Background: an optimization exercise with open tools, aiming at small area, a short achievable clock period and few clock cycles per item. Do not read the settings as production practice. The RTL of this run was laid out without a check of its function.

$ cat flow/run.sh
#!/bin/bash
# synth_recipe.tcl (not shown) runs the flow's synth.tcl, then flattens the netlist and writes it again
# the make line also repeats each setting of config.mk as NAME=value (left out here)
make -C /OpenROAD-flow-scripts/flow DESIGN_CONFIG=/design/flow/config.mk WORK_HOME=/design/flow/orfs CLKGATE_MAP_FILE= SYNTH_SCRIPT=/design/flow/synth_recipe.tcl finish
$ cat flow/config.mk
export PLATFORM = sky130hd
export DESIGN_NAME = thv_top
export DESIGN_NICKNAME = thv_top
export VERILOG_FILES = /design/flow/design.v
export SDC_FILE = /design/flow/constraint.sdc
export NUM_CORES = 8
export LEC_CHECK = 0
export CAP_MARGIN = 20
export CORE_MARGIN = 2
export CORE_UTILIZATION = 40
export SLEW_MARGIN = 20
$ cat flow/constraint.sdc
create_clock -name core_clock -period 5.5 [get_ports {clk}]
set_input_delay 1.1000 -clock core_clock [delete_from_list [all_inputs] [get_ports {clk}]]
set_output_delay 1.1000 -clock core_clock [all_outputs]
set_load 0.01 [all_outputs]
$ cat flow/design.v
module shift_add(x_i, y_i, z_i, value, x, y, z);
    parameter STAGE = 16;
    input wire [31:0] x_i, y_i, z_i, value;
    output reg [31:0] x, y, z;
  wire [31:0] x_shift, y_shift;
  assign x_shift = {x_i[31],(x_i[30:0] >> STAGE)};
  assign y_shift = {y_i[31],(y_i[30:0] >> STAGE)};
  reg [31:0] x_p, y_p;
    always @(*) begin
        if (y_i[31]) begin    
            if (x_i[31]) begin 
                x = {1'b1, (x_i[30:0] + y_shift[30:0])};
                y = {1'b1, (y_i[30:0] + x_shift[30:0])}; 
            end else begin
                x = (x_i[29:0] > y_shift[29:0]) ? {2'b00, (x_i[29:0] - y_shift[29:0])} : {2'b10, (y_shift[29:0] - x_i[29:0])};
                y = (y_i[29:0] < x_shift[29:0]) ? {2'b00, (x_shift[29:0] - y_i[29:0])} : {2'b10, (y_i[29:0] - x_shift[29:0])};
            end
        end else begin  
            if (x_i[31]) begin  
              x = {1'b1, (x_i[30:0] + y_shift[30:0])};
              y = {1'b0,(y_i[30:0] + x_shift[30:0]) };
            end else begin
                 x = (x_i[29:0] > y_shift[29:0]) ? {2'b00, (x_i[29:0] - y_shift[29:0])} : {2'b10, (y_shift[29:0] - x_i[29:0])};
                y = (y_i[29:0] > x_shift[29:0]) ? {2'b00, (-x_shift[29:0] + y_i[29:0])} : {2'b10, (-y_i[29:0] + x_shift[29:0])};
            end
        end
    end
    always @(*) begin
        if (y_i[31]) begin
            if (z_i[31]) begin
                z = {1'b1, (z_i[30:0] + value[30:0])};
            end else begin
              z = (z_i[29:0] > value[29:0]) ? (z_i - value) : {1'b1, (value[30:0] - z_i[30:0])};
            end
        end else begin
            if (z_i[31]) begin
                z = (z_i[29:0] > value[29:0]) ? {2'b10, (z_i[29:0] - value[29:0])} : {2'b00, (value[29:0] - z_i[29:0])};
            end else begin
              z = {1'b0, (z_i[30:0] + value[30:0])};
            end
        end
    end
endmodule
module thv_cordic(x,y,clk,x_o,y_o,z_o);
input wire[31:0] x,y;
input wire clk;
output reg [31:0] x_o,y_o,z_o;
wire [31:0] x_1_2_in,x_2_3_in,x_3_4_in,x_4_5_in,x_5_6_in,x_6_7_in,x_7_8_in,x_8_9_in,x_9_10_in,x_10_11_in,x_11_12_in,x_12_13_in,x_13_14_in,x_14_15_in,x_15_16_in,x_16_17_in,x_17_18_in,x_18_out;
reg [31:0] x_0_1_out,x_1_2_out,x_2_3_out,x_3_4_out,x_4_5_out,x_5_6_out,x_6_7_out,x_7_8_out,x_8_9_out,x_9_10_out,x_10_11_out,x_11_12_out,x_12_13_out,x_13_14_out,x_14_15_out,x_15_16_out,x_16_17_out,x_17_18_out;
wire [31:0] y_1_2_in,y_2_3_in,y_3_4_in,y_4_5_in,y_5_6_in,y_6_7_in,y_7_8_in,y_8_9_in,y_9_10_in,y_10_11_in,y_11_12_in,y_12_13_in,y_13_14_in,y_14_15_in,y_15_16_in,y_16_17_in,y_17_18_in,y_18_out;
  reg [31:0] y_0_1_out,y_1_2_out,y_2_3_out,y_3_4_out,y_4_5_out,y_5_6_out,y_6_7_out,y_7_8_out,y_8_9_out,y_9_10_out,y_10_11_out,y_11_12_out,y_12_13_out,y_13_14_out,y_14_15_out,y_15_16_out,y_16_17_out,y_17_18_out;
wire [31:0] z_1_2_in,z_2_3_in,z_3_4_in,z_4_5_in,z_5_6_in,z_6_7_in,z_7_8_in,z_8_9_in,z_9_10_in,z_10_11_in,z_11_12_in,z_12_13_in,z_13_14_in,z_14_15_in,z_15_16_in,z_16_17_in,z_17_18_in,z_18_out;
reg [31:0] z_0_1_out,z_1_2_out,z_2_3_out,z_3_4_out,z_4_5_out,z_5_6_out,z_6_7_out,z_7_8_out,z_8_9_out,z_9_10_out,z_10_11_out,z_11_12_out,z_12_13_out,z_13_14_out,z_14_15_out,z_15_16_out,z_16_17_out,z_17_18_out;
wire [31:0] value_0,value_1,value_2,value_3,value_4,value_5,value_6,value_7,value_8,value_9,value_10,value_11,value_12,value_13,value_14,value_15;
assign value_0 = 32'b00000001100101011100000000100000;
assign value_1 = 32'b00000000101111001010100111000000;
assign value_2 = 32'b00000000010111001101000101100000;
assign value_3 = 32'b00000000001011100011101000000000;
assign value_4 = 32'b00000000000101110001011101000000;
assign value_5 = 32'b00000000000010111000101011100000;
assign value_6 = 32'b00000000000001011100010101100000;
assign value_7 = 32'b00000000000000101110001010100000;
assign value_8 = 32'b00000000000000010111000101100000;
assign value_9 = 32'b00000000000000001011100010100000;
assign value_10= 32'b00000000000000000101110001100000;
assign value_11= 32'b00000000000000000010111000100000;
assign value_12= 32'b00000000000000000001011100100000;
assign value_13= 32'b00000000000000000000101110000000;
assign value_14= 32'b00000000000000000000010111000000;
assign value_15= 32'b00000000000000000000001011100000;
shift_add #(1) stage_1 (.x_i(x_0_1_out), .y_i(y_0_1_out), .z_i(z_0_1_out), .value(value_0), .x(x_1_2_in), .y(y_1_2_in), .z(z_1_2_in));
shift_add #(2) stage_2 (.x_i(x_1_2_out), .y_i(y_1_2_out), .z_i(z_1_2_out), .value(value_1), .x(x_2_3_in), .y(y_2_3_in), .z(z_2_3_in));
shift_add #(3) stage_3 (.x_i(x_2_3_out), .y_i(y_2_3_out), .z_i(z_2_3_out), .value(value_2), .x(x_3_4_in), .y(y_3_4_in), .z(z_3_4_in));
shift_add #(4) stage_4 (.x_i(x_3_4_out), .y_i(y_3_4_out), .z_i(z_3_4_out), .value(value_3), .x(x_4_5_in), .y(y_4_5_in), .z(z_4_5_in));
shift_add #(4) stage_5 (.x_i(x_4_5_out), .y_i(y_4_5_out), .z_i(z_4_5_out), .value(value_3), .x(x_5_6_in), .y(y_5_6_in), .z(z_5_6_in));
shift_add #(5) stage_6 (.x_i(x_5_6_out), .y_i(y_5_6_out), .z_i(z_5_6_out), .value(value_4), .x(x_6_7_in), .y(y_6_7_in), .z(z_6_7_in));
shift_add #(6) stage_7 (.x_i(x_6_7_out), .y_i(y_6_7_out), .z_i(z_6_7_out), .value(value_5), .x(x_7_8_in), .y(y_7_8_in), .z(z_7_8_in));
shift_add #(7) stage_8 (.x_i(x_7_8_out), .y_i(y_7_8_out), .z_i(z_7_8_out), .value(value_6), .x(x_8_9_in), .y(y_8_9_in), .z(z_8_9_in));
shift_add #(8) stage_9 (.x_i(x_8_9_out), .y_i(y_8_9_out), .z_i(z_8_9_out), .value(value_7), .x(x_9_10_in), .y(y_9_10_in), .z(z_9_10_in));
shift_add #(9) stage_10 (.x_i(x_9_10_out), .y_i(y_9_10_out), .z_i(z_9_10_out), .value(value_8), .x(x_10_11_in), .y(y_10_11_in), .z(z_10_11_in));
shift_add #(10) stage_11 (.x_i(x_10_11_out), .y_i(y_10_11_out), .z_i(z_10_11_out), .value(value_9), .x(x_11_12_in), .y(y_11_12_in), .z(z_11_12_in));
shift_add #(11) stage_12 (.x_i(x_11_12_out), .y_i(y_11_12_out), .z_i(z_11_12_out), .value(value_10), .x(x_12_13_in), .y(y_12_13_in), .z(z_12_13_in));
shift_add #(12) stage_13 (.x_i(x_12_13_out), .y_i(y_12_13_out), .z_i(z_12_13_out), .value(value_11), .x(x_13_14_in), .y(y_13_14_in), .z(z_13_14_in));
shift_add #(13) stage_14 (.x_i(x_13_14_out), .y_i(y_13_14_out), .z_i(z_13_14_out), .value(value_12), .x(x_14_15_in), .y(y_14_15_in), .z(z_14_15_in));
shift_add #(13) stage_15 (.x_i(x_14_15_out), .y_i(y_14_15_out), .z_i(z_14_15_out), .value(value_12), .x(x_15_16_in), .y(y_15_16_in), .z(z_15_16_in));
shift_add #(14) stage_16 (.x_i(x_15_16_out), .y_i(y_15_16_out), .z_i(z_15_16_out), .value(value_13), .x(x_16_17_in), .y(y_16_17_in), .z(z_16_17_in));
shift_add #(15) stage_17 (.x_i(x_16_17_out), .y_i(y_16_17_out), .z_i(z_16_17_out), .value(value_14), .x(x_17_18_in), .y(y_17_18_in), .z(z_17_18_in));
shift_add #(16) stage_18 (.x_i(x_17_18_out), .y_i(y_17_18_out), .z_i(z_17_18_out), .value(value_15), .x(x_18_out), .y(y_18_out), .z(z_18_out));
always @(posedge clk)
begin
x_0_1_out <= x;
y_0_1_out <= y;
z_0_1_out <= 32'b0;
x_1_2_out <= x_1_2_in;
y_1_2_out <= y_1_2_in;
z_1_2_out <= z_1_2_in;
x_2_3_out <= x_2_3_in;
y_2_3_out <= y_2_3_in;
z_2_3_out <= z_2_3_in;
x_3_4_out <= x_3_4_in;
y_3_4_out <= y_3_4_in;
z_3_4_out <= z_3_4_in;
x_4_5_out <= x_4_5_in;
y_4_5_out <= y_4_5_in;
z_4_5_out <= z_4_5_in;
x_5_6_out <= x_5_6_in;
y_5_6_out <= y_5_6_in;
z_5_6_out <= z_5_6_in;
x_6_7_out <= x_6_7_in;
y_6_7_out <= y_6_7_in;
z_6_7_out <= z_6_7_in;
x_7_8_out <= x_7_8_in;
y_7_8_out <= y_7_8_in;
z_7_8_out <= z_7_8_in;
x_8_9_out <= x_8_9_in;
y_8_9_out <= y_8_9_in;
z_8_9_out <= z_8_9_in;
x_9_10_out <= x_9_10_in;
y_9_10_out <= y_9_10_in;
z_9_10_out <= z_9_10_in;
x_10_11_out <= x_10_11_in;
y_10_11_out <= y_10_11_in;
z_10_11_out <= z_10_11_in;
x_11_12_out <= x_11_12_in;
y_11_12_out <= y_11_12_in;
z_11_12_out <= z_11_12_in;
x_12_13_out <= x_12_13_in;
y_12_13_out <= y_12_13_in;
z_12_13_out <= z_12_13_in;
x_13_14_out <= x_13_14_in;
y_13_14_out <= y_13_14_in;
z_13_14_out <= z_13_14_in;
x_14_15_out <= x_14_15_in;
y_14_15_out <= y_14_15_in;
z_14_15_out <= z_14_15_in;
x_15_16_out <= x_15_16_in;
y_15_16_out <= y_15_16_in;
z_15_16_out <= z_15_16_in;
x_16_17_out <= x_16_17_in;
y_16_17_out <= y_16_17_in;
z_16_17_out <= z_16_17_in;
x_17_18_out <= x_17_18_in;
y_17_18_out <= y_17_18_in;
z_17_18_out <= z_17_18_in;
x_o <= x_18_out;
y_o <= y_18_out;
z_o <= {z_18_out[31], z_18_out[29:0], 1'b0};
end
endmodule
module is_valid(fp,x,y,exponent,clk,reset,valid);
input wire [31:0] fp;
input wire clk,reset;
output reg [31:0] x,y;
output reg [7:0] exponent;
output reg valid;
always @(posedge clk, posedge reset)
begin
    if(reset)
        begin
        x<= 32'b0;
        y<= 32'b0;
        exponent <= 8'b0;
        valid <= 1'b0;
        end
    else
        begin
        if((fp[31]==0)&&(fp[22:0]!=23'b0)&&(fp[30:23]!=8'd0)&&(fp[30:23]!=8'd255))
            begin
            x <= {(7'b0000010),fp[22:0],2'b0};
            y <= {7'b0,fp[22:0],2'b0};
            exponent <= (fp[30:23]>=7'd127)?(fp[30:23]-7'd127):({1'b1,7'd127-fp[29:23]});
            valid <= 1'b1;
            end
        else
            begin
            x <= x;
            y <= y;
            exponent <= exponent;
            valid <= 1'b0;
            end
        end
end
endmodule
module delay_unit(
    input wire [7:0] exponent,
    input wire valid,
    input wire clk,
    input wire reset,
    output reg [7:0] exponent_out,
    output wire valid_out
);
reg [7:0] exp_0_1_out, exp_1_2_out, exp_2_3_out, exp_3_4_out, exp_4_5_out, 
          exp_5_6_out, exp_6_7_out, exp_7_8_out, exp_8_9_out, exp_9_10_out, 
          exp_10_11_out, exp_11_12_out, exp_12_13_out, exp_13_14_out, 
          exp_14_15_out, exp_15_16_out, exp_16_17_out, exp_17_18_out;
reg [18:0] valid_sr;
assign valid_out = valid_sr[18];
always @(posedge clk, posedge reset) begin
    if (reset)
        valid_sr <= 19'b0;
    else
        valid_sr <= {valid_sr[17:0], valid};
end
always @(posedge clk) begin
    exp_0_1_out  <= exponent;
    exp_1_2_out  <= exp_0_1_out;
    exp_2_3_out  <= exp_1_2_out;
    exp_3_4_out  <= exp_2_3_out;
    exp_4_5_out  <= exp_3_4_out;
    exp_5_6_out  <= exp_4_5_out;
    exp_6_7_out  <= exp_5_6_out;
    exp_7_8_out  <= exp_6_7_out;
    exp_8_9_out  <= exp_7_8_out;
    exp_9_10_out <= exp_8_9_out;
    exp_10_11_out <= exp_9_10_out;
    exp_11_12_out <= exp_10_11_out;
    exp_12_13_out <= exp_11_12_out;
    exp_13_14_out <= exp_12_13_out;
    exp_14_15_out <= exp_13_14_out;
    exp_15_16_out <= exp_14_15_out;
    exp_16_17_out <= exp_15_16_out;
    exp_17_18_out <= exp_16_17_out;
    exponent_out  <= exp_17_18_out;
end
endmodule
module au(clk,value,exponent,log_value,reset,valid_in,valid);
input wire clk,reset;
input wire [7:0] exponent;
input wire [31:0] value;
input wire valid_in;
output reg [32:0] log_value;
output reg valid;
wire [24:0] frac;
assign frac = value[31] ? 25'b0 : ((value[30:25] != 6'b0) ? {25{1'b1}} : value[24:0]);
always @(posedge clk,posedge reset)
begin
   if(reset)
       begin
       log_value <= 33'b0;
       valid <= 1'b0;
       end
   else
       begin
           valid <= valid_in;
           if(exponent[7]==0)
               log_value <= {exponent,frac};
           else
               begin
                log_value <= {1'b1,({exponent[6:0],25'b0}-{7'b0,frac})};
               end
       end
end
endmodule
module thv_top(clk,reset,valid,fp_value,log_value);
input wire clk,reset;
input wire [31:0] fp_value;
output wire [32:0] log_value;
output wire valid;
wire [31:0] x,y;
wire [7:0] exponent_in,exponent_out;
wire [31:0] v_1,v_2,value;
wire valid_in,valid_d;
is_valid is_valid_inst(.fp(fp_value),.clk(clk),.reset(reset),.x(x),.y(y),.exponent(exponent_in),.valid(valid_in));
delay_unit delay_unit_inst(.exponent(exponent_in),.valid(valid_in),.clk(clk),.reset(reset),.exponent_out(exponent_out),.valid_out(valid_d));
thv_cordic thv_cordic_inst(.x(x),.y(y),.clk(clk),.x_o(v_1),.y_o(v_2),.z_o(value));
au au_inst(.clk(clk),.value(value),.reset(reset),.exponent(exponent_out),.log_value(log_value),.valid_in(valid_d),.valid(valid));
endmodule
==> run summary <==
==> cell usage after synthesis (68+ instances only) <==
cell / n
a21oi_1: 2461
ha_1: 2265
nor2_1: 2045
inv_1: 1877
dfxtp_1: 1590
o21ai_0: 1478
nand2_1: 1423
xnor2_1: 1033
clkbuf_1: 939
nor3_1: 580
a21o_1: 562
o21bai_1: 446
nand3_1: 417
a31oi_1: 297
nand4_1: 292
a211oi_1: 287
nand2b_1: 276
nor2b_1: 267
xor2_1: 263
mux2i_1: 256
or3_1: 202
nor4_1: 190
o31ai_1: 189
o211ai_1: 178
and3_1: 175
o21a_1: 155
mux2_2: 126
and2_1: 112
a311oi_1: 95
o22ai_1: 91
fa_1: 88
buf_2: 85
or2_2: 84
dfrtp_1: 81
o21ai_1: 77
a221oi_1: 76
or4_1: 73
o41ai_1: 72
a2111oi_0: 68
==> metrics by stage <==
stage | hold slack (ns) | worst slack (ns) | std cells | area [um^2]
final | 0.268 | 0.326 | 27600 | 181000
after global routing | 0.245 | 0.176 | 27600 | 181000
after CTS | 0.243 | 0.505 | 27600 | 181000
after detailed placement | 0.312 | 0.571 | 27200 | 173000
after global placement | 0.310 | 0.543 | 27200 | 173000
after floorplan | 0.310 | 1.71 | 22400 | 167000
==> cell usage in the layout (no fill, tap or decap), types with 267 or more instances in the layout <==
master,count
dfxtp_1,1576
a31oi_1,295
nor2b_1,267
buf_4,311
nor3_1,579
a21o_1,562
o21ai_0,1477
nand3_1,417
nand2_1,1423
nand2b_1,275
a211oi_1,287
nand4_1,292
o21bai_1,446
a21oi_1,2458
xnor2_1,1029
inv_1,1874
nor2_1,2044
ha_1,2265
==> worst paths after layout <==
check                                                  end  slack, ns  cells past startpoint
min reg2reg                 delay_unit_inst.exp_1_2_out[3]       0.27                      0
min in group asynchronous        is_valid_inst.exponent[0]       0.53                      2
max                        thv_cordic_inst.y_13_14_out[13]       0.33                     14
max in group asynchronous             au_inst.log_value[6]       3.98                      3
min                         delay_unit_inst.exp_1_2_out[3]       0.27                      0
max reg2reg                thv_cordic_inst.y_13_14_out[13]       0.33                     14
==> cell families (layout without fill, tap and decap cells) <==
| family | count (synthesis) | in the layout |
|---|---|---|
| xor gates and xnor gates | 1296 | 1296 |
| adders and majority gates | 2354 | 2354 |
| buffers and inverters | 2999 | 2666 |
| and+or+nand+nor | 6352 | 6352 |
| DFF | 1671 | 1671 |
| other | 1 | 13 |
| AOI/OAI and AO/OA | 7336 | 7336 |
| muxes | 391 | 391 |
==> area by class of cell <==
cell class | instances | share of cell area [%]
tap | 5497 | 3.80
timing repair buffer | 379 | 1.67
clock inverter | 132 | 1.02
inverter | 1892 | 3.93
clock buffer | 263 | 3.20
multi-input combinational | 17700 | 67.6
antenna | 12 | 0.0166
sequential | 1671 | 18.7
==> layer usage <==
metal	vias to the layer above	track usage [%]	wire length (um)
li1	78400	-	-
met1	78800	40.5	292000
met2	7371	41.9	261000
met3	1039	5.14	55800
met4	8	8.89	22000
met5	-	0	53
==> results.py <==
metrics = {
    "clock_network": {
        "ctsHoldBuffers": 0,
        "clk_pin_slew_worst_paths_ns": 0.06,
        "cts_tree": "yes",
        "cts_buffer_depth": 4,
        "post_cts_buffers": 0,
        "cts_sinks": 1671,
        "numCtsBuffers": 212,
        "clk_latency_ns": 0.98,
        "h-tree-depth": 4,
        "cts_root_buffer": "clkbuf_16",
        "ctsResizeCount": 0,
    },
    "synthesis": {
        "netlist_area_um2": 167000,
        "synth_top_family_by_area": "compound AO/OA/AOI/OAI gates",
        "synthTopCellsByArea": "dfxtp_1 19%, ha_1 17%, a21oi_1 7.4%, xnor2_1 5.4%, nor2_1 4.6%",
        "synth_ff_type": "dfxtp_1",
        "synth_xor_xnor_area_share_pct": 6.78,
        "synth.top_cell.area_share_pct": 19.0,
        "synthSimpleGateAreaFrac_pct": 18.1,
        "synth_top_area_cell": "dfxtp_1",
        "syn_avg_cell_area_um2": 7.47,
        "synth_nets": 24800,
        "yosysSeqAreaShare_pct": 20.2,
        "syn-instance-count": 22400,
        "async_reset_ff_share_pct": 4.85,
        "synthAdderAreaFrac_pct": 18.0,
        "muxShareOfSynthArea_pct": 2.44,
        "yosysWarnings": 20,
        "synth_edf_count": 0,
        "synth_seq_cells": 1671,
        "ys_types": 115,
        "synth_compound_area_share_pct": 27.6,
    },
    "drt": {
        "routed_wirelength_um": 630000,
        "wl_per_cell_um": 22.9,
        "viasPerCell": 6.00,
        "drt-initial-drc-count": 18600,
        "vias": 166000,
        "dr.pass1.iters": 7,
        "drt.antenna.violating_nets": 0,
        "drcViolationCount": 0,
    },
    "critical_path": {
        "startpoint": "thv_cordic_inst.x_12_13_out[21]",
        "cp-end-kind": "register",
        "arrival_ns": 5.94,
        "cp_max_fo": 18,
        "cp_top_family": "simple AND/OR/NAND/NOR gates",
        "reg2reg_from": "thv_cordic_inst.x_12_13_out[21]",
        "critPathBufInv": 2,
        "crit_chain": "inv_1, ha_1, and3_1, nand2_1, nor4_1, nand3b_1, nand2_1, a31oi_1, nor2_1, buf_4, nand2_1, mux2_2, o21ai_0, xnor2_1",
        "crit_path_top_delay_cell": "xnor2_1",
        "start_kind": "register",
        "cpMostUsedCell": "nand2_1",
        "worstPathRequired_ns": 6.27,
        "max_stage_delay_ns": 0.85,
        "crit_type": "reg2reg",
    },
    "placement": {
        "io_buffers": 67,
        "dp_hpwl_um": 503000,
        "gp_congestion": 1.01,
    },
    "sta": {
        "fin_crit_sh_pct": 94.1,
        "setup_viol": 0,
        "rsz0062_at_grt": "no",
        "drv_slew": 0,
        "fin_crit_ns": 5.17,
        "final_hold_viol_count": 0,
        "skew_ns": 0.110,
        "setup_tns_ns": 0,
        "max_clock_freq_mhz": 193,
        "relSlewSlack_pct": 22.7,
        "tightestPinTransition_ns": 1.14,
    },
    "finish": {
        "fill_cells": 42700,
        "register_area_um2": 33900,
        "nets": 24300,
        "syn_to_final_growth_pct": 8.01,
        "fin_util_pct": 43.4,
        "multi_input_area_um2": 122000,
        "drive_above_1_share_pct": 4.70,
    },
    "floorplanning": {
        "rows": 237,
        "core_um2": 417000,
        "die_w_um": 651,
        "die_area_um2": 424000,
        "dieHeight_um": 651,
        "io_pins": 68,
        "start_util_pct": 40.2,
    },
    "grt": {
        "grt_pass1_wl_um": 951000,
        "grt_pass1_vias": 154000,
        "track_usage_pct": 28.1,
        "grt_max_degree": 87,
        "globalRoute.totalOverflow": 0,
        "antenna_found_initial": 25,
    },
    "flow_run": {
        "drv_cap": 0,
    },
    "run_status": {
        "status": "finished clean",
    },
    "worst_hold_path": {
        "hold_path.startpoint": "delay_unit_inst.exp_0_1_out[3]",
        "hold_path.class": "reg2reg",
    },
}

static timing again, ports no longer ideal:
Ports are ideal in the flow. The routed layout listed here was re-timed in OpenROAD. Step 1: set_driving_cell puts a clkbuf_16 on clk and a buf_2 on each other input, an assumption about the parent block. Step 2 moves the port delays by t, midway between the first and last clock arrival at a register: inputs arrive t later, outputs are due t later. That takes back most of the time a late clock gives input paths. a / b / c = no drivers / after step 1 / after step 2; a / b = the first two.
shift t [ns]: 1.035
setup WS [ns]: 0.326 / 0.326 / 0.326
worst setup path at the end: register to register
After both steps this run still meets setup and hold. For this run, drivers alone change the setup slack by 0.000 ns; drivers and shift together by 0.000 ns.
